Context: an optimization exercise on an open-source flow, tuned for small area, a short achievable clock period and few clock cycles. The choices shown serve that exercise and are no tape-out recipe.
Only simulation tests tie the RTL to the original design; equivalence was not proved.

**design/flow/run.sh**
```bash
#!/bin/bash
# synth_recipe.tcl (not shown) runs the flow's synth.tcl, then flattens the netlist and writes it again
# the make line also repeats each setting of config.mk as NAME=value (left out here)
make -C /OpenROAD-flow-scripts/flow DESIGN_CONFIG=/design/flow/config.mk WORK_HOME=/design/flow/orfs CLKGATE_MAP_FILE= SYNTH_SCRIPT=/design/flow/synth_recipe.tcl finish
```
**design/flow/config.mk**
```make
export PLATFORM = sky130hd
export DESIGN_NAME = ysyx_22050058_top
export DESIGN_NICKNAME = ysyx_22050058_top
export VERILOG_FILES = /design/flow/design.v
export SDC_FILE = /design/flow/constraint.sdc
export NUM_CORES = 8
export LEC_CHECK = 0
export CAP_MARGIN = 40
export CELL_PAD_IN_SITES_DETAIL_PLACEMENT = 1
export CELL_PAD_IN_SITES_GLOBAL_PLACEMENT = 1
export CORE_MARGIN = 2
export CORE_UTILIZATION = 30
export PLACE_DENSITY = 0.5
export SLEW_MARGIN = 40
```
**design/flow/constraint.sdc**
```tcl
create_clock -name core_clock -period 15.0 [get_ports {clk}]
set_input_delay 3.0000 -clock core_clock [delete_from_list [all_inputs] [get_ports {clk}]]
set_output_delay 3.0000 -clock core_clock [all_outputs]
set_load 0.01 [all_outputs]
```
**design/flow/design.v**
```verilog
module ysyx_22050058_mdu #(parameter MK = 4, parameter DK = 2) (
    input  wire        clk,
    input  wire        rst,
    input  wire        start,
    input  wire [2:0]  f3,
    input  wire        w,
    input  wire [63:0] a,
    input  wire [63:0] b,
    output wire        done,
    output wire [63:0] result
);
    reg        act;
    reg [6:0]  cnt;
    reg [65:0] acc;      
    reg [63:0] q;        
    wire is_div = f3[2];
    wire a_sgn_m = (f3[1:0] == 2'b01) | (f3[1:0] == 2'b10);    
    wire b_sgn_m = (f3[1:0] == 2'b01);                          
    wire        d_sgn = ~f3[0];
    wire        d_rem = f3[1];
    wire [63:0] a_d   = w ? {{32{d_sgn & a[31]}}, a[31:0]} : a;
    wire [63:0] b_d   = w ? {{32{d_sgn & b[31]}}, b[31:0]} : b;
    wire        a_neg = d_sgn & a_d[63];
    wire        b_neg = d_sgn & b_d[63];
    wire        b_nz  = |b_d;
    wire [6:0] nsteps = is_div ? (w ? 7'd32 / DK : 7'd64 / DK)
                               : (w ? 7'd32 / MK : 7'd64 / MK);
    wire last = (cnt == nsteps - 7'd1);
    assign done = act & (cnt == nsteps);
    wire signed [64:0] m65 = {a_sgn_m & a[63], a};
    wire negrow = b_sgn_m & ~w & last;
    reg signed [65+MK:0] ms;
    integer j;
    always @(*) begin
        ms = {{MK{acc[65]}}, acc};
        for (j = 0; j < MK; j = j + 1) begin
            if (q[j]) begin
                if (negrow && j == MK - 1) ms = ms - ($signed({{(MK+1){m65[64]}}, m65}) <<< j);
                else                       ms = ms + ($signed({{(MK+1){m65[64]}}, m65}) <<< j);
            end
        end
    end
    wire [65:0] dsub = {2'b11, b_neg ? b_d : ~b_d};
    reg  [63:0] dr;
    reg  [63:0] dq;
    reg  [65:0] dt;
    reg  [64:0] dx;
    integer k;
    always @(*) begin
        dr = acc[63:0];
        dq = q;
        for (k = 0; k < DK; k = k + 1) begin
            dx = {dr, dq[63]};
            dt = {1'b0, dx} + dsub + {65'd0, ~b_neg};
            if (!dt[65]) dr = dt[63:0];
            else         dr = dx[63:0];
            dq = {dq[62:0], ~dt[65]};
        end
    end
    wire [63:0] val = is_div ? (d_rem ? acc[63:0] : q)
                             : (w ? {32'd0, q[63:32]} : ((f3[1:0] == 2'b00) ? q : acc[63:0]));
    wire        neg_res = is_div & (d_rem ? a_neg : ((a_neg ^ b_neg) & b_nz));
    wire [63:0] neg_in  = act ? val : a_d;
    wire [63:0] neg_out = ~neg_in + 64'd1;
    wire [63:0] a_mag   = a_neg ? neg_out : a_d;
    assign result = neg_res ? neg_out : val;
    always @(posedge clk) begin
        if (rst) begin
            act <= 1'b0;
        end else if (start && !act) begin
            act <= 1'b1;
        end else if (done) begin
            act <= 1'b0;
        end
    end
    always @(posedge clk) begin
        if (start && !act) begin
            cnt <= 7'd0;
            acc <= 66'd0;
            q   <= is_div ? (w ? {a_mag[31:0], 32'd0} : a_mag) : b;
        end else if (act && !done) begin
            cnt <= cnt + 7'd1;
            if (is_div) begin
                acc <= {2'b00, dr};
                q   <= dq;
            end else begin
                acc <= ms[65+MK:MK];
                q   <= {ms[MK-1:0], q[63:MK]};
            end
        end
    end
endmodule
module ysyx_22050058_regfile (
    input  wire        clk,
    input  wire        we,
    input  wire [4:0]  waddr,
    input  wire [63:0] wdata,
    input  wire [4:0]  raddr1,
    output wire [63:0] rdata1,
    input  wire [4:0]  raddr2,
    output wire [63:0] rdata2
);
    reg [63:0] gpr [1:31];
    always @(posedge clk) begin
        if (we && waddr != 5'd0)
            gpr[waddr] <= wdata;
    end
    assign rdata1 = (raddr1 == 5'd0) ? 64'd0 : gpr[raddr1];
    assign rdata2 = (raddr2 == 5'd0) ? 64'd0 : gpr[raddr2];
endmodule
module ysyx_22050058_top(
    input   wire            clk,
    input   wire            rst,
    output  wire [63:0]     imem_addr,
    input   wire [63:0]     imem_rdata,
    output  wire            dmem_ren,
    output  wire [63:0]     dmem_raddr,
    input   wire [63:0]     dmem_rdata,
    output  wire            dmem_wen,
    output  wire [63:0]     dmem_waddr,
    output  wire [63:0]     dmem_wdata,
    output  wire [7:0]      dmem_wmask,
    output  wire            halt
);
    localparam [47:0] PC_HI = 48'h0000_0000_8000;
    localparam R_SUM = 4'd0, R_SLT = 4'd1, R_SLTU = 4'd2, R_XOR = 4'd3, R_OR = 4'd4,
               R_AND = 4'd5, R_SLL = 4'd6, R_SRL = 4'd7, R_SRA = 4'd8, R_LOAD = 4'd9,
               R_LINK = 4'd10, R_MDU = 4'd11;
    reg  [15:2] pc_q;
    reg         x_valid;
    reg  [63:0] x_opa, x_opb, x_rs2;
    reg  [15:2] x_alt;
    reg  [4:0]  x_rd;
    reg         x_wen;
    reg  [3:0]  x_res;
    reg         x_w, x_sub, x_ld, x_st, x_br, x_pred, x_jalr, x_md, x_ebreak;
    reg  [2:0]  x_f3;
    wire        x_stall;
    wire        x_redirect;
    wire [15:2] x_target;
    wire [63:0] x_result;
    assign imem_addr = {PC_HI, pc_q, 2'b00};
    wire [31:0] inst = pc_q[2] ? imem_rdata[63:32] : imem_rdata[31:0];
    wire [6:0] opc = inst[6:0];
    wire [4:0] f_rd  = inst[11:7];
    wire [2:0] f_f3  = inst[14:12];
    wire [4:0] f_rs1 = inst[19:15];
    wire [4:0] f_rs2 = inst[24:20];
    wire op_lui   = opc[6:2] == 5'b01101;
    wire op_auipc = opc[6:2] == 5'b00101;
    wire op_jal   = opc[6:2] == 5'b11011;
    wire op_jalr  = opc[6:2] == 5'b11001;
    wire op_br    = opc[6:2] == 5'b11000;
    wire op_ld    = opc[6:2] == 5'b00000;
    wire op_st    = opc[6:2] == 5'b01000;
    wire op_imm   = opc[6:2] == 5'b00100;
    wire op_imm32 = opc[6:2] == 5'b00110;
    wire op_reg   = opc[6:2] == 5'b01100;
    wire op_reg32 = opc[6:2] == 5'b01110;
    wire op_sys   = opc[6:2] == 5'b11100;
    wire [63:0] imm_i = {{52{inst[31]}}, inst[31:20]};
    wire [63:0] imm_s = {{52{inst[31]}}, inst[31:25], inst[11:7]};
    wire [63:0] imm_u = {{32{inst[31]}}, inst[31:12], 12'b0};
    wire [15:2] imm_b = {{4{inst[31]}}, inst[7], inst[30:25], inst[11:9]};
    wire [15:2] imm_j = {inst[15:12], inst[20], inst[30:22]};
    wire [63:0] rf_rdata1, rf_rdata2;
    wire        rf_we = x_valid & x_wen & ~x_stall;
    ysyx_22050058_regfile u_rf (
        .clk(clk),
        .we(rf_we), .waddr(x_rd), .wdata(x_result),
        .raddr1(f_rs1), .rdata1(rf_rdata1),
        .raddr2(f_rs2), .rdata2(rf_rdata2)
    );
    wire byp1 = x_valid & x_wen & (x_rd == f_rs1);
    wire byp2 = x_valid & x_wen & (x_rd == f_rs2);
    wire [63:0] rs1v = byp1 ? x_result : rf_rdata1;
    wire [63:0] rs2v = byp2 ? x_result : rf_rdata2;
    wire        f_take = op_jal | (op_br & inst[31]);
    wire [15:2] f_seq  = pc_q + 14'd1;
    wire [15:2] f_tgt  = pc_q + (op_jal ? imm_j : imm_b);
    wire [15:2] f_next = f_take ? f_tgt : f_seq;
    wire f_md   = (op_reg | op_reg32) & inst[25];
    wire f_wen  = (op_lui | op_auipc | op_jal | op_jalr | op_ld | op_imm | op_imm32 |
                   op_reg | op_reg32) & (f_rd != 5'd0);
    wire f_isub = (op_reg | op_reg32) & ~inst[25] & inst[30] & (f_f3 == 3'b000);
    wire f_slt  = (op_reg & ~inst[25] | op_imm) & (f_f3[2:1] == 2'b01);
    wire f_sub  = f_isub | f_slt | op_br;
    reg [3:0] f_res;
    always @(*) begin
        f_res = R_SUM;
        if (op_jal | op_jalr)            f_res = R_LINK;
        else if (op_ld)                  f_res = R_LOAD;
        else if (f_md)                   f_res = R_MDU;
        else if (op_imm | op_imm32 | op_reg | op_reg32) begin
            case (f_f3)
                3'b001: f_res = R_SLL;
                3'b010: f_res = R_SLT;
                3'b011: f_res = R_SLTU;
                3'b100: f_res = R_XOR;
                3'b101: f_res = inst[30] ? R_SRA : R_SRL;
                3'b110: f_res = R_OR;
                3'b111: f_res = R_AND;
                default: f_res = R_SUM;
            endcase
        end
    end
    wire [63:0] f_opa = op_lui ? 64'd0 : op_auipc ? {PC_HI, pc_q, 2'b00} : rs1v;
    wire [63:0] f_opb = (op_reg | op_reg32 | op_br) ? rs2v :
                        (op_lui | op_auipc)          ? imm_u :
                        op_st                        ? imm_s : imm_i;
    always @(posedge clk) begin
        if (rst) begin
            pc_q    <= 14'd0;
            x_valid <= 1'b0;
        end else if (!x_stall) begin
            pc_q    <= x_redirect ? x_target : f_next;
            x_valid <= ~x_redirect;
        end
    end
    always @(posedge clk) begin
        if (!x_stall) begin
            x_opa    <= f_opa;
            x_opb    <= f_opb;
            x_rs2    <= rs2v;
            x_alt    <= (op_br & ~f_take) ? f_tgt : f_seq;
            x_rd     <= f_rd;
            x_wen    <= f_wen;
            x_res    <= f_res;
            x_w      <= op_imm32 | op_reg32;
            x_sub    <= f_sub;
            x_ld     <= op_ld;
            x_st     <= op_st;
            x_br     <= op_br;
            x_pred   <= f_take;
            x_jalr   <= op_jalr;
            x_md     <= f_md;
            x_ebreak <= op_sys;
            x_f3     <= f_f3;
        end
    end
    wire [63:0] opb_x = x_opb ^ {64{x_sub}};
    wire [64:0] sum65 = {1'b0, x_opa} + {1'b0, opb_x} + {64'd0, x_sub};
    wire [63:0] sum   = sum65[63:0];
    wire        ltu   = ~sum65[64];
    wire        lts   = (x_opa[63] ^ x_opb[63]) ? x_opa[63] : sum[63];
    wire        eq    = (x_opa == x_opb);
    reg br_cond;
    always @(*) begin
        case (x_f3)
            3'b000: br_cond = eq;
            3'b001: br_cond = ~eq;
            3'b100: br_cond = lts;
            3'b101: br_cond = ~lts;
            3'b110: br_cond = ltu;
            default: br_cond = ~ltu;
        endcase
    end
    assign x_redirect = x_valid & ((x_br & (br_cond ^ x_pred)) | x_jalr);
    assign x_target   = x_jalr ? sum[15:2] : x_alt;
    wire        sh_left = (x_res == R_SLL);
    wire [5:0]  shamt   = {x_opb[5] & ~x_w, x_opb[4:0]};
    reg  [63:0] a_rev;
    integer i;
    always @(*) for (i = 0; i < 64; i = i + 1) a_rev[i] = x_opa[63-i];
    wire [63:0] sh_in   = sh_left ? a_rev :
                          x_w ? {{32{(x_res == R_SRA) & x_opa[31]}}, x_opa[31:0]} : x_opa;
    wire        sh_fill = (x_res == R_SRA) & sh_in[63];
    wire [127:0] sh_ext = {{64{sh_fill}}, sh_in};
    wire [63:0] sh_out  = sh_ext >> shamt;
    reg  [63:0] sh_rev;
    always @(*) for (i = 0; i < 64; i = i + 1) sh_rev[i] = sh_out[63-i];
    wire [2:0]  boff  = sum[2:0];
    wire [63:0] ldw   = dmem_rdata >> {boff, 3'b000};
    reg  [63:0] ld_val;
    always @(*) begin
        case (x_f3)
            3'b000: ld_val = {{56{ldw[7]}},  ldw[7:0]};
            3'b001: ld_val = {{48{ldw[15]}}, ldw[15:0]};
            3'b010: ld_val = {{32{ldw[31]}}, ldw[31:0]};
            3'b100: ld_val = {56'd0, ldw[7:0]};
            3'b101: ld_val = {48'd0, ldw[15:0]};
            3'b110: ld_val = {32'd0, ldw[31:0]};
            default: ld_val = ldw;
        endcase
    end
    wire        md_done;
    wire [63:0] md_result;
    ysyx_22050058_mdu u_mdu (
        .clk(clk), .rst(rst),
        .start(x_valid & x_md),
        .f3(x_f3), .w(x_w),
        .a(x_opa), .b(x_opb),
        .done(md_done), .result(md_result)
    );
    reg [63:0] res;
    always @(*) begin
        case (x_res)
            R_SUM:  res = sum;
            R_SLT:  res = {63'd0, lts};
            R_SLTU: res = {63'd0, ltu};
            R_XOR:  res = x_opa ^ x_opb;
            R_OR:   res = x_opa | x_opb;
            R_AND:  res = x_opa & x_opb;
            R_SLL:  res = sh_rev;
            R_SRL, R_SRA: res = sh_out;
            R_LOAD: res = ld_val;
            R_LINK: res = {PC_HI, x_alt, 2'b00};
            default: res = md_result;
        endcase
    end
    assign x_result = x_w ? {{32{res[31]}}, res[31:0]} : res;
    assign x_stall = x_valid & ((x_md & ~md_done) | x_ebreak);
    assign dmem_ren   = x_valid & x_ld;
    assign dmem_raddr = sum;
    assign dmem_wen   = x_valid & x_st;
    assign dmem_waddr = sum;
    assign dmem_wdata = x_rs2;
    assign dmem_wmask = (x_f3[1:0] == 2'b00) ? (8'h01 << boff) :
                        (x_f3[1:0] == 2'b01) ? (8'h03 << boff) :
                        (x_f3[1:0] == 2'b10) ? (8'h0f << boff) : 8'hff;
    assign halt = x_valid & x_ebreak;
endmodule
```
==> run notes <==
[logic make-up (layout without fill, tap and decap cells)]
kind of cell               count (synthesis)  count (layout)  share of synthesized area [%]
AOI/OAI and AO/OA                       4437            4437                          17.93
xor gates and xnor gates                 696             696                          3.647
and+or+nand+nor                         7680            7680                          19.99
DFF                                     2365            2365                          41.95
buffers and inverters                   1894            2007                          4.577
other                                      2              98                       0.004493
muxes                                    811             811                          7.173
adders and majority gates                626             626                          4.722
[cell usage in the layout, fill, tap and decap left out, types with 265 or more instances in the layout]
| cell | instances |
|---|---|
| nand2_1 | 4202 |
| edfxtp_1 | 2276 |
| nand3_1 | 1622 |
| a21oi_1 | 1047 |
| nor2_1 | 785 |
| o21ai_0 | 659 |
| buf_4 | 638 |
| a311oi_1 | 617 |
| ha_1 | 616 |
| xnor2_1 | 386 |
| clkdlybuf4s50_1 | 342 |
| a21o_1 | 332 |
| inv_1 | 321 |
| mux2i_1 | 313 |
| clkbuf_16 | 306 |
| mux4_2 | 290 |
| and3_1 | 288 |
| a31oi_1 | 281 |
| xor2_1 | 265 |
[worst min-delay path: cells and delay by family, from the launching register on]
family,cells,cell delay (ps)
compound gates,1,70
buf+inv,1,70
flops,1,320
[sequential cells by signal, summed over array words and instances (netlist names), 3 cells and up]
| signal | cells |
|---|---|
| x_rd | 5 |
| u_mdu.cnt | 7 |
| x_f3 | 3 |
| x_opb | 64 |
| pc_q | 14 |
| x_alt | 14 |
| u_rf.gpr | 1984 |
| x_opa | 64 |
| x_res | 4 |
| x_rs2 | 64 |
| u_mdu.acc | 66 |
| u_mdu.q | 64 |
[cell type report]
class | count | area [um2] | share of cell area [%]
flip-flops and latches | 2365 | 70130 | 36.40
well taps | 7452 | 9324 | 4.839
repair buffers | 1100 | 10400 | 5.398
clock buffers | 372 | 7955 | 4.129
inverters | 357 | 1361 | 0.7066
diodes | 48 | 120.1 | 0.06234
multi-input cells | 14300 | 91610 | 47.55
clock inverters | 178 | 1765 | 0.9163
[per-stage QoR]
stage	hold WS [ps]	instances	util [%]	area [um2]
CTS	532.0	26120	34.58	192300
global route	566.3	26130	34.63	192600
floorplan	445.6	18560	-	167300
detailed placement	517.3	25570	32.83	182600
finish	521.0	26170	34.65	192700
global placement	503.0	25510	32.50	180700
[per-layer routing]
layer  track usage [%]  share of wire, %  vias up  wire length [um]
met5           0.06797             0.019        -               193
met4             23.01               7.9       30             80530
met3             6.693               7.4     1992             75320
met2             53.61                44     6887            445500
met1             44.75                41    83460            417200
li1                  -                 -    68570                 -
[worst paths after layout]
path                   endpoint
setup / recovery  u_mdu.acc[63]
hold / removal     u_mdu.cnt[1]
setup reg to reg  u_mdu.acc[63]
hold reg to reg    u_mdu.cnt[1]
==> flow_summary.toml <==
[run_status]
outcome = "complete, no violations"

[detailed_routing]
avgViaCountPerCell = 6.149
antenna_left = 0
wire_per_inst_um = 38.93
drt-initial-drc-count = 17740
vias = 160900
dr.pass1.iters = 6
drc = 0
drt_wl_total_mm = 1019

[yosys]
yosysSeqAreaShare_pct = 41.95
syn_avg_cell_area_um2 = 9.030
synth_top_cell_area_share_pct = 40.89
syn_area_um2 = 167200
synth_edf_count = 2276
synth-seq-cells = 2365
synth_warnings = 3
synth_top_cell_by_area = "edfxtp_1"
synth_area_leaders = "edfxtp_1, nand2_1, nand3_1, ha_1, mux4_2"
yosysUniqueCellTypes = 105
synth_common_cells = "nand2_1, edfxtp_1, nand3_1, clkbuf_1, a21oi_1"
synth_most_common_cell = "nand2_1"
syn_inst = 18510
synth_ff_type = "edfxtp_1"
async_reset_ff_share_pct = 0

[placement]
io_buffers = 342
place_congestion = 1.060
pre_cts_ws_ps = 2088
hpwl_mm = 712.6

[hold_path]
whs_path_depth = 2
min_path_type = "flip-flop to flip-flop"
hp-start = "u_mdu.cnt[1]"

[floorplanning]
die-area_um2 = 563200
die_h_um = 750.4
core_area_um2 = 556100
die_width_um = 750.4
io_pins = 397
start_util_pct = 30.06
rows = 274

[sta]
hold_viol_final = 0
rsz0062_at_grt = "false"
fin_tns_setup_ps = 0
finalClockSkew_ps = 108.0
final.period_utilization_pct = 88.28
max-slew-margin-rel_pct = 27.84
max_clock_freq_ghz = 0.07552
drv_slew = 0
finalSetupViolCount = 0
final.min_clock_period_ps = 13240
worst_slack_ps = 1758
worstMarginPinSlew_ps = 1076

[critical_path]
critPathTopFamily = "compound AO/OA/AOI/OAI gates"
endpoint_kind = "flip-flop"
critPathArrivalTime_ps = 14140
r2r_start = "x_opa[11]"
cp_slowest_cell = "nor2_1"
rr_worst_depth = 45
critPathRequiredTime_ps = 15900
crit_start = "x_opa[11]"
critical_path.max_fanout = 7
cp_common_cell = "nand2_1"
cp.depth = 45
reg2reg_slack_ps = 1760
critPathKind = "flip-flop to flip-flop"
startpoint_type = "flip-flop"
critical-path-max-stage-delay_ps = 590
cp_num_buf_inv = 1

[cts]
root_buffer = "clkbuf_16"
numClockSinks = 2365
cts_tree = "done"
clockBufferDepth = 4
cts_resized = 0
cts_inserted_buffers = 303
cts_hold_buf = 0
clk_latency_ps = 1020
h-tree-depth = 5
clk_pin_slew_ps = 60
postCtsSetupBuffers = 0

[global_routing]
antenna_found_initial = 113
grt_pass1_vias = 157100
grt_usage_pct = 34.91
grt_pass1_wl_mm = 1371
overflow = 0
grt_max_degree = 142

[cells_and_area]
fillers = 63310
area_growth_pct = 15.27
drive_above_1_share_pct = 11.15
final_nets = 19180

[job]
drv_cap = 0
Testbench counts, summed over its fixed seeds: cycles 271,989.

## afterwards: timing with drivers on the ports
How much do the figures lean on ideal ports? The routed layout below was timed once more, with nothing changed but the port constraints.
Step 1: set_driving_cell puts a clkbuf_16 on clk and a buf_2 on each other input, an assumption about the parent block.
Step 2, shift: input delay + t, output delay - t, t = (earliest + latest rising clock arrival at the registers) / 2. This alone moves slack from input paths to output paths.
Three values: no drivers, after step 1, after step 2; two values: the first two.
shift t [ns]: 1.091
setup slack, ns: 1.758 / 1.758 / 1.758
pins driven straight from the clock port: 1
After both steps setup and hold are still met in this run. The setup slack of this run moves by 0.000 ns with the drivers and by 0.000 ns with both steps.
